What follows belongs to an exercise in optimizing a design on an open flow for small area and a short achievable clock period; a production flow would make more cautious choices. No run shown here included a check of the RTL's function; only the layout flow was run.

**flow/knobs.sh**
```bash
PORT_BUF=sky130_fd_sc_hd__buf_4
MARGIN=0
```
**config.mk**
```make
export PLATFORM = sky130hd
export DESIGN_NAME = MAC
export DESIGN_NICKNAME = MAC
export VERILOG_FILES = /design/flow/design.v
export SDC_FILE = /design/flow/constraint.sdc
export NUM_CORES = 4
export LEC_CHECK = 0
export CAP_MARGIN = 20
export CORE_MARGIN = 2
export CORE_UTILIZATION = 40
export SLEW_MARGIN = 20
export SYNTH_HIERARCHICAL = 1
```
**constraint.sdc**
```tcl
create_clock -name core_clock -period 18.0 [get_ports {clk}]
set_input_delay 3.6000 -clock core_clock [delete_from_list [all_inputs] [get_ports {clk}]]
set_output_delay 3.6000 -clock core_clock [all_outputs]
set_load 0.01 [all_outputs]
```
**standard.sh**
```bash
#!/bin/bash
# synth_recipe.tcl (not shown) runs the flow's synth.tcl, then flattens the netlist and writes it again
# the make line also repeats each setting of config.mk as NAME=value (left out here)
make -C /OpenROAD-flow-scripts/flow DESIGN_CONFIG=/design/flow/config.mk WORK_HOME=/design/flow/orfs CLKGATE_MAP_FILE= SYNTH_SCRIPT=/design/flow/synth_recipe.tcl "${@:-finish}"
```
**flow/run.sh**
```bash
#!/bin/bash
# Standard ORFS layout (the standard.sh, standard synthesis unchanged) with two layout
# choices: port buffers of a given strength, and repair_timing aiming for extra setup slack
# so that the layout is optimised beyond the 18 ns constraint (the SDC is not changed).
set -euo pipefail
HERE=$(cd "$(dirname "$0")" && pwd)
source "$HERE/knobs.sh"
bash standard.sh BUFFER_PORTS_ARGS="-buffer_cell $PORT_BUF" SETUP_SLACK_MARGIN=$MARGIN finish > make_flow.log 2>&1
```
**design.v**
```verilog
module MAC(A,B,out,clk,reset);
  input [15:0] A,B;
  input clk,reset;
  output [35:0] out;
  reg [35:0] x;
  reg [35:0] y;
  wire [35:0] acc = out;
  wire [35:0] nx, ny;
  wire pp_0_0 = A[0] & B[0];
  wire pp_0_1 = A[0] & B[1];
  wire pp_0_2 = A[0] & B[2];
  wire pp_0_3 = A[0] & B[3];
  wire pp_0_4 = A[0] & B[4];
  wire pp_0_5 = A[0] & B[5];
  wire pp_0_6 = A[0] & B[6];
  wire pp_0_7 = A[0] & B[7];
  wire pp_0_8 = A[0] & B[8];
  wire pp_0_9 = A[0] & B[9];
  wire pp_0_10 = A[0] & B[10];
  wire pp_0_11 = A[0] & B[11];
  wire pp_0_12 = A[0] & B[12];
  wire pp_0_13 = A[0] & B[13];
  wire pp_0_14 = A[0] & B[14];
  wire pp_0_15 = A[0] & B[15];
  wire pp_1_0 = A[1] & B[0];
  wire pp_1_1 = A[1] & B[1];
  wire pp_1_2 = A[1] & B[2];
  wire pp_1_3 = A[1] & B[3];
  wire pp_1_4 = A[1] & B[4];
  wire pp_1_5 = A[1] & B[5];
  wire pp_1_6 = A[1] & B[6];
  wire pp_1_7 = A[1] & B[7];
  wire pp_1_8 = A[1] & B[8];
  wire pp_1_9 = A[1] & B[9];
  wire pp_1_10 = A[1] & B[10];
  wire pp_1_11 = A[1] & B[11];
  wire pp_1_12 = A[1] & B[12];
  wire pp_1_13 = A[1] & B[13];
  wire pp_1_14 = A[1] & B[14];
  wire pp_1_15 = A[1] & B[15];
  wire pp_2_0 = A[2] & B[0];
  wire pp_2_1 = A[2] & B[1];
  wire pp_2_2 = A[2] & B[2];
  wire pp_2_3 = A[2] & B[3];
  wire pp_2_4 = A[2] & B[4];
  wire pp_2_5 = A[2] & B[5];
  wire pp_2_6 = A[2] & B[6];
  wire pp_2_7 = A[2] & B[7];
  wire pp_2_8 = A[2] & B[8];
  wire pp_2_9 = A[2] & B[9];
  wire pp_2_10 = A[2] & B[10];
  wire pp_2_11 = A[2] & B[11];
  wire pp_2_12 = A[2] & B[12];
  wire pp_2_13 = A[2] & B[13];
  wire pp_2_14 = A[2] & B[14];
  wire pp_2_15 = A[2] & B[15];
  wire pp_3_0 = A[3] & B[0];
  wire pp_3_1 = A[3] & B[1];
  wire pp_3_2 = A[3] & B[2];
  wire pp_3_3 = A[3] & B[3];
  wire pp_3_4 = A[3] & B[4];
  wire pp_3_5 = A[3] & B[5];
  wire pp_3_6 = A[3] & B[6];
  wire pp_3_7 = A[3] & B[7];
  wire pp_3_8 = A[3] & B[8];
  wire pp_3_9 = A[3] & B[9];
  wire pp_3_10 = A[3] & B[10];
  wire pp_3_11 = A[3] & B[11];
  wire pp_3_12 = A[3] & B[12];
  wire pp_3_13 = A[3] & B[13];
  wire pp_3_14 = A[3] & B[14];
  wire pp_3_15 = A[3] & B[15];
  wire pp_4_0 = A[4] & B[0];
  wire pp_4_1 = A[4] & B[1];
  wire pp_4_2 = A[4] & B[2];
  wire pp_4_3 = A[4] & B[3];
  wire pp_4_4 = A[4] & B[4];
  wire pp_4_5 = A[4] & B[5];
  wire pp_4_6 = A[4] & B[6];
  wire pp_4_7 = A[4] & B[7];
  wire pp_4_8 = A[4] & B[8];
  wire pp_4_9 = A[4] & B[9];
  wire pp_4_10 = A[4] & B[10];
  wire pp_4_11 = A[4] & B[11];
  wire pp_4_12 = A[4] & B[12];
  wire pp_4_13 = A[4] & B[13];
  wire pp_4_14 = A[4] & B[14];
  wire pp_4_15 = A[4] & B[15];
  wire pp_5_0 = A[5] & B[0];
  wire pp_5_1 = A[5] & B[1];
  wire pp_5_2 = A[5] & B[2];
  wire pp_5_3 = A[5] & B[3];
  wire pp_5_4 = A[5] & B[4];
  wire pp_5_5 = A[5] & B[5];
  wire pp_5_6 = A[5] & B[6];
  wire pp_5_7 = A[5] & B[7];
  wire pp_5_8 = A[5] & B[8];
  wire pp_5_9 = A[5] & B[9];
  wire pp_5_10 = A[5] & B[10];
  wire pp_5_11 = A[5] & B[11];
  wire pp_5_12 = A[5] & B[12];
  wire pp_5_13 = A[5] & B[13];
  wire pp_5_14 = A[5] & B[14];
  wire pp_5_15 = A[5] & B[15];
  wire pp_6_0 = A[6] & B[0];
  wire pp_6_1 = A[6] & B[1];
  wire pp_6_2 = A[6] & B[2];
  wire pp_6_3 = A[6] & B[3];
  wire pp_6_4 = A[6] & B[4];
  wire pp_6_5 = A[6] & B[5];
  wire pp_6_6 = A[6] & B[6];
  wire pp_6_7 = A[6] & B[7];
  wire pp_6_8 = A[6] & B[8];
  wire pp_6_9 = A[6] & B[9];
  wire pp_6_10 = A[6] & B[10];
  wire pp_6_11 = A[6] & B[11];
  wire pp_6_12 = A[6] & B[12];
  wire pp_6_13 = A[6] & B[13];
  wire pp_6_14 = A[6] & B[14];
  wire pp_6_15 = A[6] & B[15];
  wire pp_7_0 = A[7] & B[0];
  wire pp_7_1 = A[7] & B[1];
  wire pp_7_2 = A[7] & B[2];
  wire pp_7_3 = A[7] & B[3];
  wire pp_7_4 = A[7] & B[4];
  wire pp_7_5 = A[7] & B[5];
  wire pp_7_6 = A[7] & B[6];
  wire pp_7_7 = A[7] & B[7];
  wire pp_7_8 = A[7] & B[8];
  wire pp_7_9 = A[7] & B[9];
  wire pp_7_10 = A[7] & B[10];
  wire pp_7_11 = A[7] & B[11];
  wire pp_7_12 = A[7] & B[12];
  wire pp_7_13 = A[7] & B[13];
  wire pp_7_14 = A[7] & B[14];
  wire pp_7_15 = A[7] & B[15];
  wire pp_8_0 = A[8] & B[0];
  wire pp_8_1 = A[8] & B[1];
  wire pp_8_2 = A[8] & B[2];
  wire pp_8_3 = A[8] & B[3];
  wire pp_8_4 = A[8] & B[4];
  wire pp_8_5 = A[8] & B[5];
  wire pp_8_6 = A[8] & B[6];
  wire pp_8_7 = A[8] & B[7];
  wire pp_8_8 = A[8] & B[8];
  wire pp_8_9 = A[8] & B[9];
  wire pp_8_10 = A[8] & B[10];
  wire pp_8_11 = A[8] & B[11];
  wire pp_8_12 = A[8] & B[12];
  wire pp_8_13 = A[8] & B[13];
  wire pp_8_14 = A[8] & B[14];
  wire pp_8_15 = A[8] & B[15];
  wire pp_9_0 = A[9] & B[0];
  wire pp_9_1 = A[9] & B[1];
  wire pp_9_2 = A[9] & B[2];
  wire pp_9_3 = A[9] & B[3];
  wire pp_9_4 = A[9] & B[4];
  wire pp_9_5 = A[9] & B[5];
  wire pp_9_6 = A[9] & B[6];
  wire pp_9_7 = A[9] & B[7];
  wire pp_9_8 = A[9] & B[8];
  wire pp_9_9 = A[9] & B[9];
  wire pp_9_10 = A[9] & B[10];
  wire pp_9_11 = A[9] & B[11];
  wire pp_9_12 = A[9] & B[12];
  wire pp_9_13 = A[9] & B[13];
  wire pp_9_14 = A[9] & B[14];
  wire pp_9_15 = A[9] & B[15];
  wire pp_10_0 = A[10] & B[0];
  wire pp_10_1 = A[10] & B[1];
  wire pp_10_2 = A[10] & B[2];
  wire pp_10_3 = A[10] & B[3];
  wire pp_10_4 = A[10] & B[4];
  wire pp_10_5 = A[10] & B[5];
  wire pp_10_6 = A[10] & B[6];
  wire pp_10_7 = A[10] & B[7];
  wire pp_10_8 = A[10] & B[8];
  wire pp_10_9 = A[10] & B[9];
  wire pp_10_10 = A[10] & B[10];
  wire pp_10_11 = A[10] & B[11];
  wire pp_10_12 = A[10] & B[12];
  wire pp_10_13 = A[10] & B[13];
  wire pp_10_14 = A[10] & B[14];
  wire pp_10_15 = A[10] & B[15];
  wire pp_11_0 = A[11] & B[0];
  wire pp_11_1 = A[11] & B[1];
  wire pp_11_2 = A[11] & B[2];
  wire pp_11_3 = A[11] & B[3];
  wire pp_11_4 = A[11] & B[4];
  wire pp_11_5 = A[11] & B[5];
  wire pp_11_6 = A[11] & B[6];
  wire pp_11_7 = A[11] & B[7];
  wire pp_11_8 = A[11] & B[8];
  wire pp_11_9 = A[11] & B[9];
  wire pp_11_10 = A[11] & B[10];
  wire pp_11_11 = A[11] & B[11];
  wire pp_11_12 = A[11] & B[12];
  wire pp_11_13 = A[11] & B[13];
  wire pp_11_14 = A[11] & B[14];
  wire pp_11_15 = A[11] & B[15];
  wire pp_12_0 = A[12] & B[0];
  wire pp_12_1 = A[12] & B[1];
  wire pp_12_2 = A[12] & B[2];
  wire pp_12_3 = A[12] & B[3];
  wire pp_12_4 = A[12] & B[4];
  wire pp_12_5 = A[12] & B[5];
  wire pp_12_6 = A[12] & B[6];
  wire pp_12_7 = A[12] & B[7];
  wire pp_12_8 = A[12] & B[8];
  wire pp_12_9 = A[12] & B[9];
  wire pp_12_10 = A[12] & B[10];
  wire pp_12_11 = A[12] & B[11];
  wire pp_12_12 = A[12] & B[12];
  wire pp_12_13 = A[12] & B[13];
  wire pp_12_14 = A[12] & B[14];
  wire pp_12_15 = A[12] & B[15];
  wire pp_13_0 = A[13] & B[0];
  wire pp_13_1 = A[13] & B[1];
  wire pp_13_2 = A[13] & B[2];
  wire pp_13_3 = A[13] & B[3];
  wire pp_13_4 = A[13] & B[4];
  wire pp_13_5 = A[13] & B[5];
  wire pp_13_6 = A[13] & B[6];
  wire pp_13_7 = A[13] & B[7];
  wire pp_13_8 = A[13] & B[8];
  wire pp_13_9 = A[13] & B[9];
  wire pp_13_10 = A[13] & B[10];
  wire pp_13_11 = A[13] & B[11];
  wire pp_13_12 = A[13] & B[12];
  wire pp_13_13 = A[13] & B[13];
  wire pp_13_14 = A[13] & B[14];
  wire pp_13_15 = A[13] & B[15];
  wire pp_14_0 = A[14] & B[0];
  wire pp_14_1 = A[14] & B[1];
  wire pp_14_2 = A[14] & B[2];
  wire pp_14_3 = A[14] & B[3];
  wire pp_14_4 = A[14] & B[4];
  wire pp_14_5 = A[14] & B[5];
  wire pp_14_6 = A[14] & B[6];
  wire pp_14_7 = A[14] & B[7];
  wire pp_14_8 = A[14] & B[8];
  wire pp_14_9 = A[14] & B[9];
  wire pp_14_10 = A[14] & B[10];
  wire pp_14_11 = A[14] & B[11];
  wire pp_14_12 = A[14] & B[12];
  wire pp_14_13 = A[14] & B[13];
  wire pp_14_14 = A[14] & B[14];
  wire pp_14_15 = A[14] & B[15];
  wire pp_15_0 = A[15] & B[0];
  wire pp_15_1 = A[15] & B[1];
  wire pp_15_2 = A[15] & B[2];
  wire pp_15_3 = A[15] & B[3];
  wire pp_15_4 = A[15] & B[4];
  wire pp_15_5 = A[15] & B[5];
  wire pp_15_6 = A[15] & B[6];
  wire pp_15_7 = A[15] & B[7];
  wire pp_15_8 = A[15] & B[8];
  wire pp_15_9 = A[15] & B[9];
  wire pp_15_10 = A[15] & B[10];
  wire pp_15_11 = A[15] & B[11];
  wire pp_15_12 = A[15] & B[12];
  wire pp_15_13 = A[15] & B[13];
  wire pp_15_14 = A[15] & B[14];
  wire pp_15_15 = A[15] & B[15];
  wire s1, c2;
  HA us1 (acc[12], pp_0_12, s1, c2);
  wire s3, c4;
  FA us3 (acc[13], pp_0_13, pp_10_3, s3, c4);
  wire s5, c6;
  HA us5 (pp_11_2, pp_12_1, s5, c6);
  wire s7, c8;
  FA us7 (acc[14], pp_0_14, pp_10_4, s7, c8);
  wire s9, c10;
  FA us9 (pp_11_3, pp_12_2, pp_13_1, s9, c10);
  wire s11, c12;
  HA us11 (pp_14_0, pp_1_13, s11, c12);
  wire s13, c14;
  FA us13 (acc[15], pp_0_15, pp_10_5, s13, c14);
  wire s15, c16;
  FA us15 (pp_11_4, pp_12_3, pp_13_2, s15, c16);
  wire s17, c18;
  FA us17 (pp_14_1, pp_15_0, pp_1_14, s17, c18);
  wire s19, c20;
  HA us19 (pp_2_13, pp_3_12, s19, c20);
  wire s21, c22;
  FA us21 (acc[16], pp_10_6, pp_11_5, s21, c22);
  wire s23, c24;
  FA us23 (pp_12_4, pp_13_3, pp_14_2, s23, c24);
  wire s25, c26;
  FA us25 (pp_15_1, pp_1_15, pp_2_14, s25, c26);
  wire s27, c28;
  HA us27 (pp_3_13, pp_4_12, s27, c28);
  wire s29, c30;
  FA us29 (acc[17], pp_10_7, pp_11_6, s29, c30);
  wire s31, c32;
  FA us31 (pp_12_5, pp_13_4, pp_14_3, s31, c32);
  wire s33, c34;
  FA us33 (pp_15_2, pp_2_15, pp_3_14, s33, c34);
  wire s35, c36;
  FA us35 (acc[18], pp_10_8, pp_11_7, s35, c36);
  wire s37, c38;
  FA us37 (pp_12_6, pp_13_5, pp_14_4, s37, c38);
  wire s39, c40;
  FA us39 (acc[19], pp_10_9, pp_11_8, s39, c40);
  wire s41, c42;
  HA us41 (acc[8], pp_0_8, s41, c42);
  wire s43, c44;
  FA us43 (acc[9], pp_0_9, pp_1_8, s43, c44);
  wire s45, c46;
  HA us45 (pp_2_7, pp_3_6, s45, c46);
  wire s47, c48;
  FA us47 (acc[10], pp_0_10, pp_10_0, s47, c48);
  wire s49, c50;
  FA us49 (pp_1_9, pp_2_8, pp_3_7, s49, c50);
  wire s51, c52;
  HA us51 (pp_4_6, pp_5_5, s51, c52);
  wire s53, c54;
  FA us53 (acc[11], pp_0_11, pp_10_1, s53, c54);
  wire s55, c56;
  FA us55 (pp_11_0, pp_1_10, pp_2_9, s55, c56);
  wire s57, c58;
  FA us57 (pp_3_8, pp_4_7, pp_5_6, s57, c58);
  wire s59, c60;
  HA us59 (pp_6_5, pp_7_4, s59, c60);
  wire s61, c62;
  FA us61 (pp_10_2, pp_11_1, pp_12_0, s61, c62);
  wire s63, c64;
  FA us63 (pp_1_11, pp_2_10, pp_3_9, s63, c64);
  wire s65, c66;
  FA us65 (pp_4_8, pp_5_7, pp_6_6, s65, c66);
  wire s67, c68;
  FA us67 (pp_7_5, pp_8_4, pp_9_3, s67, c68);
  wire s69, c70;
  FA us69 (pp_13_0, pp_1_12, pp_2_11, s69, c70);
  wire s71, c72;
  FA us71 (pp_3_10, pp_4_9, pp_5_8, s71, c72);
  wire s73, c74;
  FA us73 (pp_6_7, pp_7_6, pp_8_5, s73, c74);
  wire s75, c76;
  FA us75 (pp_9_4, c2, s5, s75, c76);
  wire s77, c78;
  FA us77 (pp_2_12, pp_3_11, pp_4_10, s77, c78);
  wire s79, c80;
  FA us79 (pp_5_9, pp_6_8, pp_7_7, s79, c80);
  wire s81, c82;
  FA us81 (pp_8_6, pp_9_5, c6, s81, c82);
  wire s83, c84;
  FA us83 (s11, c4, s7, s83, c84);
  wire s85, c86;
  FA us85 (pp_4_11, pp_5_10, pp_6_9, s85, c86);
  wire s87, c88;
  FA us87 (pp_7_8, pp_8_7, pp_9_6, s87, c88);
  wire s89, c90;
  FA us89 (c12, s19, c10, s89, c90);
  wire s91, c92;
  FA us91 (c8, s13, s15, s91, c92);
  wire s93, c94;
  FA us93 (pp_5_11, pp_6_10, pp_7_9, s93, c94);
  wire s95, c96;
  FA us95 (pp_8_8, pp_9_7, c20, s95, c96);
  wire s97, c98;
  FA us97 (s27, c14, c16, s97, c98);
  wire s99, c100;
  FA us99 (c18, s21, s23, s99, c100);
  wire s101, c102;
  FA us101 (pp_4_13, pp_5_12, pp_6_11, s101, c102);
  wire s103, c104;
  FA us103 (pp_7_10, pp_8_9, pp_9_8, s103, c104);
  wire s105, c106;
  FA us105 (c28, c22, c24, s105, c106);
  wire s107, c108;
  FA us107 (c26, s29, s31, s107, c108);
  wire s109, c110;
  FA us109 (pp_15_3, pp_3_15, pp_4_14, s109, c110);
  wire s111, c112;
  FA us111 (pp_5_13, pp_6_12, pp_7_11, s111, c112);
  wire s113, c114;
  FA us113 (pp_8_10, pp_9_9, c30, s113, c114);
  wire s115, c116;
  FA us115 (c32, c34, s35, s115, c116);
  wire s117, c118;
  FA us117 (pp_12_7, pp_13_6, pp_14_5, s117, c118);
  wire s119, c120;
  FA us119 (pp_15_4, pp_4_15, pp_5_14, s119, c120);
  wire s121, c122;
  FA us121 (pp_6_13, pp_7_12, pp_8_11, s121, c122);
  wire s123, c124;
  FA us123 (pp_9_10, c36, c38, s123, c124);
  wire s125, c126;
  FA us125 (acc[20], pp_10_10, pp_11_9, s125, c126);
  wire s127, c128;
  FA us127 (pp_12_8, pp_13_7, pp_14_6, s127, c128);
  wire s129, c130;
  FA us129 (pp_15_5, pp_5_15, pp_6_14, s129, c130);
  wire s131, c132;
  FA us131 (pp_7_13, pp_8_12, pp_9_11, s131, c132);
  wire s133, c134;
  FA us133 (acc[21], pp_10_11, pp_11_10, s133, c134);
  wire s135, c136;
  FA us135 (pp_12_9, pp_13_8, pp_14_7, s135, c136);
  wire s137, c138;
  FA us137 (pp_15_6, pp_6_15, pp_7_14, s137, c138);
  wire s139, c140;
  FA us139 (acc[22], pp_10_12, pp_11_11, s139, c140);
  wire s141, c142;
  FA us141 (pp_12_10, pp_13_9, pp_14_8, s141, c142);
  wire s143, c144;
  FA us143 (acc[23], pp_10_13, pp_11_12, s143, c144);
  wire s145, c146;
  HA us145 (acc[5], pp_0_5, s145, c146);
  wire s147, c148;
  FA us147 (acc[6], pp_0_6, pp_1_5, s147, c148);
  wire s149, c150;
  HA us149 (pp_2_4, pp_3_3, s149, c150);
  wire s151, c152;
  FA us151 (acc[7], pp_0_7, pp_1_6, s151, c152);
  wire s153, c154;
  FA us153 (pp_2_5, pp_3_4, pp_4_3, s153, c154);
  wire s155, c156;
  HA us155 (pp_5_2, pp_6_1, s155, c156);
  wire s157, c158;
  FA us157 (pp_1_7, pp_2_6, pp_3_5, s157, c158);
  wire s159, c160;
  FA us159 (pp_4_4, pp_5_3, pp_6_2, s159, c160);
  wire s161, c162;
  FA us161 (pp_7_1, pp_8_0, s41, s161, c162);
  wire s163, c164;
  FA us163 (pp_4_5, pp_5_4, pp_6_3, s163, c164);
  wire s165, c166;
  FA us165 (pp_7_2, pp_8_1, pp_9_0, s165, c166);
  wire s167, c168;
  FA us167 (c42, s45, s43, s167, c168);
  wire s169, c170;
  FA us169 (pp_6_4, pp_7_3, pp_8_2, s169, c170);
  wire s171, c172;
  FA us171 (pp_9_1, c46, s51, s171, c172);
  wire s173, c174;
  FA us173 (c44, s47, s49, s173, c174);
  wire s175, c176;
  FA us175 (pp_8_3, pp_9_2, c52, s175, c176);
  wire s177, c178;
  FA us177 (s59, c48, c50, s177, c178);
  wire s179, c180;
  FA us179 (s53, s55, s57, s179, c180);
  wire s181, c182;
  FA us181 (c60, s1, c54, s181, c182);
  wire s183, c184;
  FA us183 (c56, c58, s61, s183, c184);
  wire s185, c186;
  FA us185 (s63, s65, s67, s185, c186);
  wire s187, c188;
  FA us187 (c62, c64, c66, s187, c188);
  wire s189, c190;
  FA us189 (c68, s3, s69, s189, c190);
  wire s191, c192;
  FA us191 (s71, s73, s75, s191, c192);
  wire s193, c194;
  FA us193 (c70, c72, c74, s193, c194);
  wire s195, c196;
  FA us195 (s77, s79, s9, s195, c196);
  wire s197, c198;
  FA us197 (s81, c76, s83, s197, c198);
  wire s199, c200;
  FA us199 (c78, c80, s17, s199, c200);
  wire s201, c202;
  FA us201 (s85, s87, c82, s201, c202);
  wire s203, c204;
  FA us203 (c84, s89, s91, s203, c204);
  wire s205, c206;
  FA us205 (c86, c88, s25, s205, c206);
  wire s207, c208;
  FA us207 (s93, s95, c90, s207, c208);
  wire s209, c210;
  FA us209 (c92, s97, s99, s209, c210);
  wire s211, c212;
  FA us211 (c94, s101, s103, s211, c212);
  wire s213, c214;
  FA us213 (s33, c96, c98, s213, c214);
  wire s215, c216;
  FA us215 (c100, s105, s107, s215, c216);
  wire s217, c218;
  FA us217 (c102, c104, s109, s217, c218);
  wire s219, c220;
  FA us219 (s111, s37, c106, s219, c220);
  wire s221, c222;
  FA us221 (c108, s113, s115, s221, c222);
  wire s223, c224;
  FA us223 (c110, c112, s117, s223, c224);
  wire s225, c226;
  FA us225 (s119, s121, s39, s225, c226);
  wire s227, c228;
  FA us227 (c114, c116, s123, s227, c228);
  wire s229, c230;
  FA us229 (c118, c120, c122, s229, c230);
  wire s231, c232;
  FA us231 (c40, s125, s127, s231, c232);
  wire s233, c234;
  FA us233 (s129, s131, c124, s233, c234);
  wire s235, c236;
  FA us235 (pp_8_13, pp_9_12, c126, s235, c236);
  wire s237, c238;
  FA us237 (c128, c130, c132, s237, c238);
  wire s239, c240;
  FA us239 (s133, s135, s137, s239, c240);
  wire s241, c242;
  FA us241 (pp_15_7, pp_7_15, pp_8_14, s241, c242);
  wire s243, c244;
  FA us243 (pp_9_13, c134, c136, s243, c244);
  wire s245, c246;
  FA us245 (c138, s139, s141, s245, c246);
  wire s247, c248;
  FA us247 (pp_12_11, pp_13_10, pp_14_9, s247, c248);
  wire s249, c250;
  FA us249 (pp_15_8, pp_8_15, pp_9_14, s249, c250);
  wire s251, c252;
  FA us251 (c140, c142, s143, s251, c252);
  wire s253, c254;
  FA us253 (acc[24], pp_10_14, pp_11_13, s253, c254);
  wire s255, c256;
  FA us255 (pp_12_12, pp_13_11, pp_14_10, s255, c256);
  wire s257, c258;
  FA us257 (pp_15_9, pp_9_15, c144, s257, c258);
  wire s259, c260;
  FA us259 (acc[25], pp_10_15, pp_11_14, s259, c260);
  wire s261, c262;
  FA us261 (pp_12_13, pp_13_12, pp_14_11, s261, c262);
  wire s263, c264;
  FA us263 (acc[26], pp_11_15, pp_12_14, s263, c264);
  wire s265, c266;
  HA us265 (acc[3], pp_0_3, s265, c266);
  wire s267, c268;
  FA us267 (acc[4], pp_0_4, pp_1_3, s267, c268);
  wire s269, c270;
  HA us269 (pp_2_2, pp_3_1, s269, c270);
  wire s271, c272;
  FA us271 (pp_1_4, pp_2_3, pp_3_2, s271, c272);
  wire s273, c274;
  FA us273 (pp_4_1, pp_5_0, s145, s273, c274);
  wire s275, c276;
  FA us275 (pp_4_2, pp_5_1, pp_6_0, s275, c276);
  wire s277, c278;
  FA us277 (c146, s149, s147, s277, c278);
  wire s279, c280;
  FA us279 (pp_7_0, c150, s155, s279, c280);
  wire s281, c282;
  FA us281 (c148, s151, s153, s281, c282);
  wire s283, c284;
  FA us283 (c156, c152, c154, s283, c284);
  wire s285, c286;
  FA us285 (s157, s159, s161, s285, c286);
  wire s287, c288;
  FA us287 (c158, c160, s163, s287, c288);
  wire s289, c290;
  FA us289 (s165, c162, s167, s289, c290);
  wire s291, c292;
  FA us291 (c164, c166, s169, s291, c292);
  wire s293, c294;
  FA us293 (s171, c168, s173, s293, c294);
  wire s295, c296;
  FA us295 (c170, s175, c172, s295, c296);
  wire s297, c298;
  FA us297 (c174, s177, s179, s297, c298);
  wire s299, c300;
  FA us299 (c176, c178, c180, s299, c300);
  wire s301, c302;
  FA us301 (s181, s183, s185, s301, c302);
  wire s303, c304;
  FA us303 (c182, c184, c186, s303, c304);
  wire s305, c306;
  FA us305 (s187, s189, s191, s305, c306);
  wire s307, c308;
  FA us307 (c188, c190, s193, s307, c308);
  wire s309, c310;
  FA us309 (s195, c192, s197, s309, c310);
  wire s311, c312;
  FA us311 (c194, c196, s199, s311, c312);
  wire s313, c314;
  FA us313 (s201, c198, s203, s313, c314);
  wire s315, c316;
  FA us315 (c200, s205, c202, s315, c316);
  wire s317, c318;
  FA us317 (s207, c204, s209, s317, c318);
  wire s319, c320;
  FA us319 (c206, s211, c208, s319, c320);
  wire s321, c322;
  FA us321 (s213, c210, s215, s321, c322);
  wire s323, c324;
  FA us323 (c212, s217, c214, s323, c324);
  wire s325, c326;
  FA us325 (s219, c216, s221, s325, c326);
  wire s327, c328;
  FA us327 (c218, s223, s225, s327, c328);
  wire s329, c330;
  FA us329 (c220, c222, s227, s329, c330);
  wire s331, c332;
  FA us331 (c224, c226, s229, s331, c332);
  wire s333, c334;
  FA us333 (s231, c228, s233, s333, c334);
  wire s335, c336;
  FA us335 (c230, c232, s235, s335, c336);
  wire s337, c338;
  FA us337 (s237, s239, c234, s337, c338);
  wire s339, c340;
  FA us339 (s241, c236, c238, s339, c340);
  wire s341, c342;
  FA us341 (c240, s243, s245, s341, c342);
  wire s343, c344;
  FA us343 (c242, s247, s249, s343, c344);
  wire s345, c346;
  FA us345 (c244, c246, s251, s345, c346);
  wire s347, c348;
  FA us347 (c248, c250, s253, s347, c348);
  wire s349, c350;
  FA us349 (s255, c252, s257, s349, c350);
  wire s351, c352;
  FA us351 (pp_15_10, c254, c256, s351, c352);
  wire s353, c354;
  FA us353 (s259, s261, c258, s353, c354);
  wire s355, c356;
  FA us355 (pp_13_13, pp_14_12, pp_15_11, s355, c356);
  wire s357, c358;
  FA us357 (c260, c262, s263, s357, c358);
  wire s359, c360;
  FA us359 (acc[27], pp_12_15, pp_13_14, s359, c360);
  wire s361, c362;
  FA us361 (pp_14_13, pp_15_12, c264, s361, c362);
  wire s363, c364;
  FA us363 (acc[28], pp_13_15, pp_14_14, s363, c364);
  wire s365, c366;
  HA us365 (acc[2], pp_0_2, s365, c366);
  wire s367, c368;
  FA us367 (pp_1_2, pp_2_1, pp_3_0, s367, c368);
  wire s369, c370;
  FA us369 (pp_4_0, c266, s269, s369, c370);
  wire s371, c372;
  FA us371 (c270, c268, s271, s371, c372);
  wire s373, c374;
  FA us373 (c272, s275, c274, s373, c374);
  wire s375, c376;
  FA us375 (c276, s279, c278, s375, c376);
  wire s377, c378;
  FA us377 (c280, c282, s283, s377, c378);
  wire s379, c380;
  FA us379 (c284, s287, c286, s379, c380);
  wire s381, c382;
  FA us381 (c288, s291, c290, s381, c382);
  wire s383, c384;
  FA us383 (c292, s295, c294, s383, c384);
  wire s385, c386;
  FA us385 (c296, c298, s299, s385, c386);
  wire s387, c388;
  FA us387 (c300, c302, s303, s387, c388);
  wire s389, c390;
  FA us389 (c304, s307, c306, s389, c390);
  wire s391, c392;
  FA us391 (c308, s311, c310, s391, c392);
  wire s393, c394;
  FA us393 (c312, s315, c314, s393, c394);
  wire s395, c396;
  FA us395 (c316, s319, c318, s395, c396);
  wire s397, c398;
  FA us397 (c320, s323, c322, s397, c398);
  wire s399, c400;
  FA us399 (s327, c324, c326, s399, c400);
  wire s401, c402;
  FA us401 (c328, s331, c330, s401, c402);
  wire s403, c404;
  FA us403 (c332, s335, c334, s403, c404);
  wire s405, c406;
  FA us405 (c336, s339, s341, s405, c406);
  wire s407, c408;
  FA us407 (s343, c340, c342, s407, c408);
  wire s409, c410;
  FA us409 (c344, s347, c346, s409, c410);
  wire s411, c412;
  FA us411 (c348, s351, c350, s411, c412);
  wire s413, c414;
  FA us413 (s355, c352, s357, s413, c414);
  wire s415, c416;
  FA us415 (c356, s359, c358, s415, c416);
  wire s417, c418;
  FA us417 (pp_15_13, c360, s363, s417, c418);
  wire s419, c420;
  FA us419 (acc[29], pp_14_15, pp_15_14, s419, c420);
  wire s421, c422;
  HA us421 (acc[1], pp_0_1, s421, c422);
  wire s423, c424;
  FA us423 (pp_1_1, pp_2_0, s365, s423, c424);
  wire s425, c426;
  FA us425 (c366, s265, s367, s425, c426);
  wire s427, c428;
  FA us427 (c368, s267, s369, s427, c428);
  wire s429, c430;
  FA us429 (c370, s273, s371, s429, c430);
  wire s431, c432;
  FA us431 (c372, s277, s373, s431, c432);
  wire s433, c434;
  FA us433 (s281, c374, s375, s433, c434);
  wire s435, c436;
  FA us435 (s285, c376, s377, s435, c436);
  wire s437, c438;
  FA us437 (c378, s289, s379, s437, c438);
  wire s439, c440;
  FA us439 (s293, c380, s381, s439, c440);
  wire s441, c442;
  FA us441 (s297, c382, s383, s441, c442);
  wire s443, c444;
  FA us443 (s301, c384, s385, s443, c444);
  wire s445, c446;
  FA us445 (s305, c386, s387, s445, c446);
  wire s447, c448;
  FA us447 (c388, s309, s389, s447, c448);
  wire s449, c450;
  FA us449 (s313, c390, s391, s449, c450);
  wire s451, c452;
  FA us451 (s317, c392, s393, s451, c452);
  wire s453, c454;
  FA us453 (s321, c394, s395, s453, c454);
  wire s455, c456;
  FA us455 (s325, c396, s397, s455, c456);
  wire s457, c458;
  FA us457 (s329, c398, s399, s457, c458);
  wire s459, c460;
  FA us459 (s333, c400, s401, s459, c460);
  wire s461, c462;
  FA us461 (s337, c402, s403, s461, c462);
  wire s463, c464;
  FA us463 (c338, s405, c404, s463, c464);
  wire s465, c466;
  FA us465 (s345, c406, s407, s465, c466);
  wire s467, c468;
  FA us467 (s349, c408, s409, s467, c468);
  wire s469, c470;
  FA us469 (s353, c410, s411, s469, c470);
  wire s471, c472;
  FA us471 (c354, s413, c412, s471, c472);
  wire s473, c474;
  FA us473 (s361, c414, s415, s473, c474);
  wire s475, c476;
  FA us475 (c362, s417, c416, s475, c476);
  wire s477, c478;
  FA us477 (c364, s419, c418, s477, c478);
  wire s479, c480;
  FA us479 (acc[30], pp_15_15, c420, s479, c480);
  assign nx[0] = acc[0];
  assign ny[0] = pp_0_0;
  assign nx[1] = pp_1_0;
  assign ny[1] = s421;
  assign nx[2] = c422;
  assign ny[2] = s423;
  assign nx[3] = c424;
  assign ny[3] = s425;
  assign nx[4] = c426;
  assign ny[4] = s427;
  assign nx[5] = c428;
  assign ny[5] = s429;
  assign nx[6] = c430;
  assign ny[6] = s431;
  assign nx[7] = c432;
  assign ny[7] = s433;
  assign nx[8] = c434;
  assign ny[8] = s435;
  assign nx[9] = c436;
  assign ny[9] = s437;
  assign nx[10] = c438;
  assign ny[10] = s439;
  assign nx[11] = c440;
  assign ny[11] = s441;
  assign nx[12] = c442;
  assign ny[12] = s443;
  assign nx[13] = c444;
  assign ny[13] = s445;
  assign nx[14] = c446;
  assign ny[14] = s447;
  assign nx[15] = c448;
  assign ny[15] = s449;
  assign nx[16] = c450;
  assign ny[16] = s451;
  assign nx[17] = c452;
  assign ny[17] = s453;
  assign nx[18] = c454;
  assign ny[18] = s455;
  assign nx[19] = c456;
  assign ny[19] = s457;
  assign nx[20] = c458;
  assign ny[20] = s459;
  assign nx[21] = c460;
  assign ny[21] = s461;
  assign nx[22] = c462;
  assign ny[22] = s463;
  assign nx[23] = s465;
  assign ny[23] = c464;
  assign nx[24] = c466;
  assign ny[24] = s467;
  assign nx[25] = c468;
  assign ny[25] = s469;
  assign nx[26] = c470;
  assign ny[26] = s471;
  assign nx[27] = s473;
  assign ny[27] = c472;
  assign nx[28] = c474;
  assign ny[28] = s475;
  assign nx[29] = s477;
  assign ny[29] = c476;
  assign nx[30] = s479;
  assign ny[30] = c478;
  assign nx[31] = acc[31];
  assign ny[31] = c480;
  assign nx[32] = acc[32];
  assign ny[32] = 1'b0;
  assign nx[33] = acc[33];
  assign ny[33] = 1'b0;
  assign nx[34] = acc[34];
  assign ny[34] = 1'b0;
  assign nx[35] = acc[35];
  assign ny[35] = 1'b0;
  always @(posedge clk or posedge reset)
    if (reset) begin
      x <= 36'd0;
      y <= 36'd0;
    end else begin
      x <= nx;
      y <= ny;
    end
  assign out = x + y;
endmodule
module FA(a, b, c, s, co);
  input a, b, c;
  output s, co;
  assign s = a ^ b ^ c;
  assign co = (a & b) | (a & c) | (b & c);
endmodule
module HA(a, b, s, co);
  input a, b;
  output s, co;
  assign s = a ^ b;
  assign co = a & b;
endmodule
```
==> flow_summary.json, run 1 <==
{
  "yosysTopAreaCell": "fa_1",
  "rows": 57,
  "syn_area_sq_um": 10000,
  "avgViaCountPerCell": 5.31,
  "fin_crit_ns": 7.10,
  "async_reset_ff_frac": 1.00,
  "fin_skew_ns": 0.00628,
  "clk_path_buf_depth": 2,
  "place_ws_ns": 11.11,
  "ys_seq_area_frac": 0.170,
  "overflow": 0,
  "setup_viol": 0,
  "slew_violations": 0,
  "timing.final.crit_share": 0.395,
  "dpl_cell_area_sq_um": 10800,
  "io_buffer_count": 69,
  "gp_congestion": 0.899,
  "final_core_util": 0.454,
  "drt.antenna.violating_nets": 0,
  "areaGrowthSynthToFinish_pct": 10.7,
  "cts_hold_buf": 0,
  "maxSlewHeadroom": 0.389,
  "crit_type": "reg -> out",
  "synth_common_cells": "and2_1 (259), fa_1 (225), dfrtp_1 (68)",
  "finalHoldViolations": 0,
  "cts_resized": 0,
  "ys.flop_type": "dfrtp_1",
  "synth_top_area_share": 0.449,
  "vias": 6653,
  "io_pins": 70,
  "hold_path.class": "reg -> reg",
  "synth-edff-count": 0,
  "fin_ws_ns": 10.90,
  "synth_area_per_cell_sq_um": 11.4,
  "critPathMaxFanout": 4,
  "synth_warnings": 7,
  "cts.htree.levels": 3,
  "cts_sinks": 68,
  "postLayoutCellArea_sq_um": 11100,
  "netlist_top_cells_area": "fa_1 (45%), dfrtp_1 (17%), and2_1 (16%), ha_1 (6.0%), a21oi_1 (1.9%)",
  "grt_max_degree": 69,
  "cp-end-kind": "output pin",
  "cts_made_buffers": 9,
  "routed_wirelength_um": 25900,
  "postCtsSetupRepairBufs": 0,
  "nFillCells": 2299,
  "die_h_um": 162,
  "worst_pin_slew_ns": 0.912,
  "wl_per_cell_um": 20.7,
  "yosysMostFrequentCell": "and2_1",
  "layout-drive-gt1-share": 0.103,
  "die_w_um": 162,
  "drc": 0,
  "status": "no timing/DRC/antenna violations",
  "n_antenna_cell": 0,
  "grt_first_pass_wirelength_um": 41700,
  "clk_latency_ns": 0.33,
  "start_kind": "flop",
  "layout.nets": 1230,
  "die-area_sq_um": 26400,
  "grt_usage": 0.210,
  "core_sq_um": 24500,
  "rsz0062_at_grt": "false",
  "antenna_found_initial": 0,
  "start_util": 0.410,
  "cts_tree": "built",
  "grt_pass1_vias": 7273,
  "synth-seq-cells": 68,
  "drtIter0Drc": 387,
  "max_freq_ghz": 0.141,
  "clk_pin_slew_worst_paths_ns": 0.05,
  "synth_nets": 1186,
  "max_cap_violations": 0,
  "cp_data_arrival_time_ns": 3.50,
  "required_ns": 14.40,
  "cts_root_buf": "clkbuf_16",
  "dp_hpwl_um": 20600,
  "drtPass1Iterations": 5,
  "syn_inst": 879,
  "fin_tns_setup_ns": 0,
  "synth.distinct_cells": 51
}
-- routing by layer --
metal	up-vias	track usage	share of wire
met5	-	0	0
met4	0	0.0539	0.017
met3	29	0.0293	0.031
met2	129	0.338	0.48
met1	3553	0.303	0.48
li1	2942	-	-
-- cells by family (layout without fill, tap and decap cells) --
family,Yosys count,after routing,share of synthesized area
buffers and inverters,48,97,0.0182
and+or+nand+nor,345,345,0.202
adders and majority gates,273,273,0.509
AOI/OAI and AO/OA,116,116,0.0759
DFF,68,68,0.170
xor gates and xnor gates,29,29,0.0253
-- per-stage QoR --
stage | std cells | hold WS [ns]
after CTS | 1252 | 0.500
final | 1252 | 0.491
after detailed placement | 1236 | 0.492
after floorplan | 879 | 0.524
after global placement | 1236 | 0.476
after global routing | 1252 | 0.501
-- cell type report --
cell class	instances	area, sq um	area share
multi-input combinational	763	8150	0.733
tap	324	405	0.0365
clock buffer	11	253	0.0227
timing repair buffer	70	526	0.0473
sequential	68	1700	0.153
clock inverter	5	36.3	0.00327
inverter	11	41.3	0.00372
-- placed cells by master (no fill, tap or decap), types with 2 or more instances in the layout --
master,instances
a21o_1,12
inv_1,10
clkbuf_16,9
nor2b_1,5
and2_1,259
nor3_1,5
o21bai_1,4
o21ai_1,2
dfrtp_1,68
o21a_1,4
buf_4,70
o22ai_1,2
o31ai_1,6
and3_1,3
nand4_1,5
a311o_1,2
nand2b_1,3
xor2_1,12
clkbuf_8,2
fa_1,225
nand2_1,30
a21oi_1,39
nand3_1,6
xnor2_1,17
o21ai_0,20
or2_2,2
nor2_1,21
a211oi_1,7
ha_1,48
clkinvlp_4,3
o211ai_1,2
-- sequential cells by signal (all words and copies together) (netlist names) --
| register | count |
|---|---|
| y | 32 |
| x | 36 |
-- worst paths after layout --
path | from | end | slack, ns | cells past startpoint
worst max-delay path | y[0]$_DFF_PP0_ | out[26] | 10.90 | 10
worst min register to register | x[0]$_DFF_PP0_ | x[0]$_DFF_PP0_ | 0.49 | 1
min in group asynchronous | reset | x[29]$_DFF_PP0_ | 3.53 | 3
worst min-delay path | x[0]$_DFF_PP0_ | x[0]$_DFF_PP0_ | 0.49 | 1
max in group asynchronous | reset | x[9]$_DFF_PP0_ | 13.91 | 3
worst max register to register | y[0]$_DFF_PP0_ | y[17]$_DFF_PP0_ | 12.54 | 14
-- per-module statistics from Yosys, one instance, submodules excluded --
module,flip-flops and latches,area [sq um],times used,cells inside
HA,0,12.5,16,1
FA,0,20.0,224,1
MAC,68,5350,1,639
-- critical path, stage by stage (launching register included) --
cell and delay [ns]:
dfrtp_1 0.36, ha_1 0.22, fa_1 0.40, a21oi_1 0.22
o22ai_1 0.19, nor4bb_1 0.36, o21ai_1 0.22, a211oi_1 0.52
nor2_1 0.16, xor2_1 0.33, buf_4 0.19
==> run 2: changes to the inputs <==
--- a/design.v
+++ b/design.v
@@ -822,7 +822,214 @@
       x <= nx;
       y <= ny;
     end
-  assign out = x + y;
+  wire [35:0] g = x & y;
+  wire [35:0] p = x ^ y;
+  wire G0_1 = g[1] | (p[1] & g[0]);
+  wire P0_1 = p[1] & p[0];
+  wire G0_3 = g[3] | (p[3] & g[2]);
+  wire P0_3 = p[3] & p[2];
+  wire G0_5 = g[5] | (p[5] & g[4]);
+  wire P0_5 = p[5] & p[4];
+  wire G0_7 = g[7] | (p[7] & g[6]);
+  wire P0_7 = p[7] & p[6];
+  wire G0_9 = g[9] | (p[9] & g[8]);
+  wire P0_9 = p[9] & p[8];
+  wire G0_11 = g[11] | (p[11] & g[10]);
+  wire P0_11 = p[11] & p[10];
+  wire G0_13 = g[13] | (p[13] & g[12]);
+  wire P0_13 = p[13] & p[12];
+  wire G0_15 = g[15] | (p[15] & g[14]);
+  wire P0_15 = p[15] & p[14];
+  wire G0_17 = g[17] | (p[17] & g[16]);
+  wire P0_17 = p[17] & p[16];
+  wire G0_19 = g[19] | (p[19] & g[18]);
+  wire P0_19 = p[19] & p[18];
+  wire G0_21 = g[21] | (p[21] & g[20]);
+  wire P0_21 = p[21] & p[20];
+  wire G0_23 = g[23] | (p[23] & g[22]);
+  wire P0_23 = p[23] & p[22];
+  wire G0_25 = g[25] | (p[25] & g[24]);
+  wire P0_25 = p[25] & p[24];
+  wire G0_27 = g[27] | (p[27] & g[26]);
+  wire P0_27 = p[27] & p[26];
+  wire G0_29 = g[29] | (p[29] & g[28]);
+  wire P0_29 = p[29] & p[28];
+  wire G0_31 = g[31] | (p[31] & g[30]);
+  wire P0_31 = p[31] & p[30];
+  wire G0_33 = g[33] | (p[33] & g[32]);
+  wire P0_33 = p[33] & p[32];
+  wire G1_2 = g[2] | (p[2] & G0_1);
+  wire P1_2 = p[2] & P0_1;
+  wire G1_3 = G0_3 | (P0_3 & G0_1);
+  wire P1_3 = P0_3 & P0_1;
+  wire G1_6 = g[6] | (p[6] & G0_5);
+  wire P1_6 = p[6] & P0_5;
+  wire G1_7 = G0_7 | (P0_7 & G0_5);
+  wire P1_7 = P0_7 & P0_5;
+  wire G1_10 = g[10] | (p[10] & G0_9);
+  wire P1_10 = p[10] & P0_9;
+  wire G1_11 = G0_11 | (P0_11 & G0_9);
+  wire P1_11 = P0_11 & P0_9;
+  wire G1_14 = g[14] | (p[14] & G0_13);
+  wire P1_14 = p[14] & P0_13;
+  wire G1_15 = G0_15 | (P0_15 & G0_13);
+  wire P1_15 = P0_15 & P0_13;
+  wire G1_18 = g[18] | (p[18] & G0_17);
+  wire P1_18 = p[18] & P0_17;
+  wire G1_19 = G0_19 | (P0_19 & G0_17);
+  wire P1_19 = P0_19 & P0_17;
+  wire G1_22 = g[22] | (p[22] & G0_21);
+  wire P1_22 = p[22] & P0_21;
+  wire G1_23 = G0_23 | (P0_23 & G0_21);
+  wire P1_23 = P0_23 & P0_21;
+  wire G1_26 = g[26] | (p[26] & G0_25);
+  wire P1_26 = p[26] & P0_25;
+  wire G1_27 = G0_27 | (P0_27 & G0_25);
+  wire P1_27 = P0_27 & P0_25;
+  wire G1_30 = g[30] | (p[30] & G0_29);
+  wire P1_30 = p[30] & P0_29;
+  wire G1_31 = G0_31 | (P0_31 & G0_29);
+  wire P1_31 = P0_31 & P0_29;
+  wire G1_34 = g[34] | (p[34] & G0_33);
+  wire P1_34 = p[34] & P0_33;
+  wire G2_4 = g[4] | (p[4] & G1_3);
+  wire P2_4 = p[4] & P1_3;
+  wire G2_5 = G0_5 | (P0_5 & G1_3);
+  wire P2_5 = P0_5 & P1_3;
+  wire G2_6 = G1_6 | (P1_6 & G1_3);
+  wire P2_6 = P1_6 & P1_3;
+  wire G2_7 = G1_7 | (P1_7 & G1_3);
+  wire P2_7 = P1_7 & P1_3;
+  wire G2_12 = g[12] | (p[12] & G1_11);
+  wire P2_12 = p[12] & P1_11;
+  wire G2_13 = G0_13 | (P0_13 & G1_11);
+  wire P2_13 = P0_13 & P1_11;
+  wire G2_14 = G1_14 | (P1_14 & G1_11);
+  wire P2_14 = P1_14 & P1_11;
+  wire G2_15 = G1_15 | (P1_15 & G1_11);
+  wire P2_15 = P1_15 & P1_11;
+  wire G2_20 = g[20] | (p[20] & G1_19);
+  wire P2_20 = p[20] & P1_19;
+  wire G2_21 = G0_21 | (P0_21 & G1_19);
+  wire P2_21 = P0_21 & P1_19;
+  wire G2_22 = G1_22 | (P1_22 & G1_19);
+  wire P2_22 = P1_22 & P1_19;
+  wire G2_23 = G1_23 | (P1_23 & G1_19);
+  wire P2_23 = P1_23 & P1_19;
+  wire G2_28 = g[28] | (p[28] & G1_27);
+  wire P2_28 = p[28] & P1_27;
+  wire G2_29 = G0_29 | (P0_29 & G1_27);
+  wire P2_29 = P0_29 & P1_27;
+  wire G2_30 = G1_30 | (P1_30 & G1_27);
+  wire P2_30 = P1_30 & P1_27;
+  wire G2_31 = G1_31 | (P1_31 & G1_27);
+  wire P2_31 = P1_31 & P1_27;
+  wire G3_8 = g[8] | (p[8] & G2_7);
+  wire P3_8 = p[8] & P2_7;
+  wire G3_9 = G0_9 | (P0_9 & G2_7);
+  wire P3_9 = P0_9 & P2_7;
+  wire G3_10 = G1_10 | (P1_10 & G2_7);
+  wire P3_10 = P1_10 & P2_7;
+  wire G3_11 = G1_11 | (P1_11 & G2_7);
+  wire P3_11 = P1_11 & P2_7;
+  wire G3_12 = G2_12 | (P2_12 & G2_7);
+  wire P3_12 = P2_12 & P2_7;
+  wire G3_13 = G2_13 | (P2_13 & G2_7);
+  wire P3_13 = P2_13 & P2_7;
+  wire G3_14 = G2_14 | (P2_14 & G2_7);
+  wire P3_14 = P2_14 & P2_7;
+  wire G3_15 = G2_15 | (P2_15 & G2_7);
+  wire P3_15 = P2_15 & P2_7;
+  wire G3_24 = g[24] | (p[24] & G2_23);
+  wire P3_24 = p[24] & P2_23;
+  wire G3_25 = G0_25 | (P0_25 & G2_23);
+  wire P3_25 = P0_25 & P2_23;
+  wire G3_26 = G1_26 | (P1_26 & G2_23);
+  wire P3_26 = P1_26 & P2_23;
+  wire G3_27 = G1_27 | (P1_27 & G2_23);
+  wire P3_27 = P1_27 & P2_23;
+  wire G3_28 = G2_28 | (P2_28 & G2_23);
+  wire P3_28 = P2_28 & P2_23;
+  wire G3_29 = G2_29 | (P2_29 & G2_23);
+  wire P3_29 = P2_29 & P2_23;
+  wire G3_30 = G2_30 | (P2_30 & G2_23);
+  wire P3_30 = P2_30 & P2_23;
+  wire G3_31 = G2_31 | (P2_31 & G2_23);
+  wire P3_31 = P2_31 & P2_23;
+  wire G4_16 = g[16] | (p[16] & G3_15);
+  wire P4_16 = p[16] & P3_15;
+  wire G4_17 = G0_17 | (P0_17 & G3_15);
+  wire P4_17 = P0_17 & P3_15;
+  wire G4_18 = G1_18 | (P1_18 & G3_15);
+  wire P4_18 = P1_18 & P3_15;
+  wire G4_19 = G1_19 | (P1_19 & G3_15);
+  wire P4_19 = P1_19 & P3_15;
+  wire G4_20 = G2_20 | (P2_20 & G3_15);
+  wire P4_20 = P2_20 & P3_15;
+  wire G4_21 = G2_21 | (P2_21 & G3_15);
+  wire P4_21 = P2_21 & P3_15;
+  wire G4_22 = G2_22 | (P2_22 & G3_15);
+  wire P4_22 = P2_22 & P3_15;
+  wire G4_23 = G2_23 | (P2_23 & G3_15);
+  wire P4_23 = P2_23 & P3_15;
+  wire G4_24 = G3_24 | (P3_24 & G3_15);
+  wire P4_24 = P3_24 & P3_15;
+  wire G4_25 = G3_25 | (P3_25 & G3_15);
+  wire P4_25 = P3_25 & P3_15;
+  wire G4_26 = G3_26 | (P3_26 & G3_15);
+  wire P4_26 = P3_26 & P3_15;
+  wire G4_27 = G3_27 | (P3_27 & G3_15);
+  wire P4_27 = P3_27 & P3_15;
+  wire G4_28 = G3_28 | (P3_28 & G3_15);
+  wire P4_28 = P3_28 & P3_15;
+  wire G4_29 = G3_29 | (P3_29 & G3_15);
+  wire P4_29 = P3_29 & P3_15;
+  wire G4_30 = G3_30 | (P3_30 & G3_15);
+  wire P4_30 = P3_30 & P3_15;
+  wire G4_31 = G3_31 | (P3_31 & G3_15);
+  wire P4_31 = P3_31 & P3_15;
+  wire G5_32 = g[32] | (p[32] & G4_31);
+  wire P5_32 = p[32] & P4_31;
+  wire G5_33 = G0_33 | (P0_33 & G4_31);
+  wire P5_33 = P0_33 & P4_31;
+  wire G5_34 = G1_34 | (P1_34 & G4_31);
+  wire P5_34 = P1_34 & P4_31;
+  assign out[0] = p[0];
+  assign out[1] = p[1] ^ g[0];
+  assign out[2] = p[2] ^ G0_1;
+  assign out[3] = p[3] ^ G1_2;
+  assign out[4] = p[4] ^ G1_3;
+  assign out[5] = p[5] ^ G2_4;
+  assign out[6] = p[6] ^ G2_5;
+  assign out[7] = p[7] ^ G2_6;
+  assign out[8] = p[8] ^ G2_7;
+  assign out[9] = p[9] ^ G3_8;
+  assign out[10] = p[10] ^ G3_9;
+  assign out[11] = p[11] ^ G3_10;
+  assign out[12] = p[12] ^ G3_11;
+  assign out[13] = p[13] ^ G3_12;
+  assign out[14] = p[14] ^ G3_13;
+  assign out[15] = p[15] ^ G3_14;
+  assign out[16] = p[16] ^ G3_15;
+  assign out[17] = p[17] ^ G4_16;
+  assign out[18] = p[18] ^ G4_17;
+  assign out[19] = p[19] ^ G4_18;
+  assign out[20] = p[20] ^ G4_19;
+  assign out[21] = p[21] ^ G4_20;
+  assign out[22] = p[22] ^ G4_21;
+  assign out[23] = p[23] ^ G4_22;
+  assign out[24] = p[24] ^ G4_23;
+  assign out[25] = p[25] ^ G4_24;
+  assign out[26] = p[26] ^ G4_25;
+  assign out[27] = p[27] ^ G4_26;
+  assign out[28] = p[28] ^ G4_27;
+  assign out[29] = p[29] ^ G4_28;
+  assign out[30] = p[30] ^ G4_29;
+  assign out[31] = p[31] ^ G4_30;
+  assign out[32] = p[32] ^ G4_31;
+  assign out[33] = p[33] ^ G5_32;
+  assign out[34] = p[34] ^ G5_33;
+  assign out[35] = p[35] ^ G5_34;
 endmodule
 module FA(a, b, c, s, co);
   input a, b, c;
==> run 2 against run 1 <==
Against the previous run:
- still clean
- design area decreased by 4.0%
- flip-flop and latch count unchanged
- register-to-register slack got worse by 0.25 ns
- critical path depth increased by 1
- synthesized cell count decreased by 9.6%
- wire length decreased by 8.0%
- via count decreased by 9.5%
- clock skew increased by 0.0056 ns
- global-route usage decreased by 0.69 points
- largest cell class unchanged
==> flow_summary.json, run 2 <==
{
  "routed_wirelength_um": 23800,
  "reg2reg_depth": 16,
  "cp_data_arrival_time_ns": 3.54,
  "cp-startpoint": "y[0]$_DFF_PP0_",
  "path_cells": "ha_1 > inv_1 > fa_1 > nand2b_1 > a21o_1 > a21oi_1 > o21ai_1 > a21oi_1 > nor2_1 > o311ai_0 > buf_4",
  "avgViaCountPerCell": 5.16,
  "met3_usage": 0.0405,
  "antenna_found_initial": 0,
  "r2r_end": "y[18]$_DFF_PP0_",
  "start_util": 0.408,
  "synth_top_area_share": 0.478,
  "io_pins": 70,
  "syn_area_sq_um": 9600,
  "layout_common_cells": "and2_1 (256), fa_1 (229), buf_4 (70)",
  "cts.htree.levels": 3,
  "gp_congestion": 0.809,
  "postCtsSetupRepairBufs": 0,
  "max_cap_violations": 0,
  "maxSlewHeadroom": 0.363,
  "ys.flop_type": "dfrtp_1",
  "io_buffer_count": 69,
  "die_w_um": 159,
  "n_antenna_cell": 0,
  "synth_nets": 1106,
  "ys_seq_area_frac": 0.177,
  "drtIter0Drc": 292,
  "required_ns": 14.40,
  "status": "no timing/DRC/antenna violations",
  "clk_pin_slew_worst_paths_ns": 0.06,
  "slew_violations": 0,
  "use_met1": 0.275,
  "largest-register": "x",
  "met2_usage": 0.342,
  "layout.nets": 1153,
  "drtPass1Iterations": 5,
  "die_h_um": 159,
  "drt.antenna.violating_nets": 0,
  "netlist_top_cells_area": "fa_1 (48%), dfrtp_1 (18%), and2_1 (17%), ha_1 (6.3%), clkbuf_1 (1.3%)",
  "cts_hold_buf": 0,
  "grt_usage": 0.204,
  "synth_common_cells": "and2_1 (256), fa_1 (229), dfrtp_1 (68)",
  "crit_type": "reg -> out",
  "final_common_cell": "and2_1",
  "top_usage_layer": "met2",
  "cts_tree": "built",
  "max_freq_ghz": 0.140,
  "async_reset_ff_frac": 1.00,
  "dp_hpwl_um": 18400,
  "final_core_util": 0.453,
  "hold_path.class": "reg -> reg",
  "cts_root_buf": "clkbuf_16",
  "setup_viol": 0,
  "fin_tns_setup_ns": 0,
  "crit_path_frequent_cell": "a21oi_1",
  "endpoint": "out[13]",
  "top_regs": "x: 36 flops, y: 32 flops",
  "areaGrowthSynthToFinish_pct": 11.1,
  "crit_slowest_cell": "o311ai_0",
  "cts_made_buffers": 9,
  "finalHoldViolations": 0,
  "cp-end-kind": "output pin",
  "largest_reg_flops": 36,
  "synth-seq-cells": 68,
  "wl_per_cell_um": 20.4,
  "min_from": "x[35]$_DFF_PP0_",
  "synth.distinct_cells": 43,
  "start_kind": "flop",
  "syn_inst": 795,
  "cts_resized": 0,
  "vias": 6021,
  "cpPeakStageDelay_ns": 0.80,
  "synth_area_per_cell_sq_um": 12.1,
  "synth_warnings": 7,
  "fin_skew_ns": 0.0119,
  "grt_first_pass_wirelength_um": 39100,
  "clk_latency_ns": 0.35,
  "yosysMostFrequentCell": "and2_1",
  "worst_pin_slew_ns": 0.944,
  "nFillCells": 2217,
  "synth-edff-count": 0,
  "layout-drive-gt1-share": 0.106,
  "critPathMaxFanout": 5,
  "regToRegSetupSlack_ns": 12.29,
  "die-area_sq_um": 25200,
  "fin_crit_ns": 7.14,
  "grt_max_degree": 69,
  "clk_path_buf_depth": 2,
  "grt_pass1_vias": 6839,
  "drc": 0,
  "rows": 56,
  "yosysTopAreaCell": "fa_1",
  "cts_sinks": 68,
  "rsz0062_at_grt": "false",
  "r2r_start": "y[0]$_DFF_PP0_",
  "overflow": 0,
  "core_sq_um": 23500,
  "timing.final.crit_share": 0.397
}
==> run 2: area by class of cell <==
cell class | count | area [sq um] | area share
sequential | 68 | 1700 | 0.160
multi-input combinational | 668 | 7670 | 0.719
inverter | 25 | 93.8 | 0.00880
tap | 319 | 399 | 0.0374
clock inverter | 7 | 51.3 | 0.00481
timing repair buffer | 70 | 526 | 0.0493
clock buffer | 9 | 225 | 0.0211
==> run 2: Yosys stat by module (local to each module, per instance) <==
module  flops+latches  area, sq um
MAC                68         4910
FA                  0         20.0
HA                  0         12.5
==> run 2: logic make-up (layout without fill, tap and decap cells) <==
| family | Yosys count | count (layout) | synth area share |
|---|---|---|---|
| DFF | 68 | 68 | 0.177 |
| buffers and inverters | 59 | 111 | 0.0235 |
| xor gates and xnor gates | 22 | 22 | 0.0201 |
| adders and majority gates | 277 | 277 | 0.540 |
| and+or+nand+nor | 309 | 309 | 0.195 |
| muxes | 2 | 2 | 0.00209 |
| AOI/OAI and AO/OA | 58 | 58 | 0.0415 |
==> run 2: per-stage QoR <==
step                setup slack, ns  instances  instance area (sq um)  hold WS (ns)
finish                        10.86       1166                  10700         0.466
global route                  10.61       1166                  10700         0.497
CTS                           10.79       1166                  10700         0.471
detailed placement            11.10       1150                  10400         0.453
global placement              11.12       1150                  10400         0.455
floorplan                     11.26        795                   9600         0.465
==> run 2: routing by layer <==
layer	vias to the layer above	part of all wire
met5	-	0
met4	0	0.019
met3	24	0.053
met2	156	0.51
met1	3244	0.42
li1	2597	-
==> run 2: worst min path at each step <==
stage	end	slack (ns)	cells after the start
floorplan	x[0]$_DFF_PP0_	0.46	1
global placement	x[35]$_DFF_PP0_	0.46	1
detailed placement	x[35]$_DFF_PP0_	0.45	1
CTS	x[35]$_DFF_PP0_	0.47	1
global route	x[35]$_DFF_PP0_	0.50	1
finish	x[35]$_DFF_PP0_	0.47	1
==> run 2: worst max-delay path, delay by kind of cell (launching register included) <==
family | cells | cell delay, ns
AO/OA/AOI/OAI | 5 | 1.71
adder cells (fa/ha/maj) | 2 | 0.54
buffers and inverters | 2 | 0.30
flip-flops | 1 | 0.33
AND/OR/NAND/NOR | 2 | 0.32

==> afterwards: timing with drivers on the ports <==
The results above use ideal ports. As a check the final layouts listed here were re-extracted and re-timed, cells and wires unchanged.
Step 1: set_driving_cell puts a clkbuf_16 on clk and a buf_2 on each other input, an assumption about the parent block.
Step 2 also shifts input and output timing later by t, the mid clock arrival at the registers, as if the neighbouring blocks saw the same clock.
Three values: no drivers, after step 1, after step 2; two values: the first two.
| run | t (ns) | slack for setup (ns) | cell pins on the clock port's net |
|---|---|---|---|
| run 1 | 0.368 | 10.896 / 10.860 / 11.079 | 1 |
| run 2 | 0.386 | 10.859 / 10.815 / 11.076 | 1 |
After both steps every run listed still meets setup and hold.
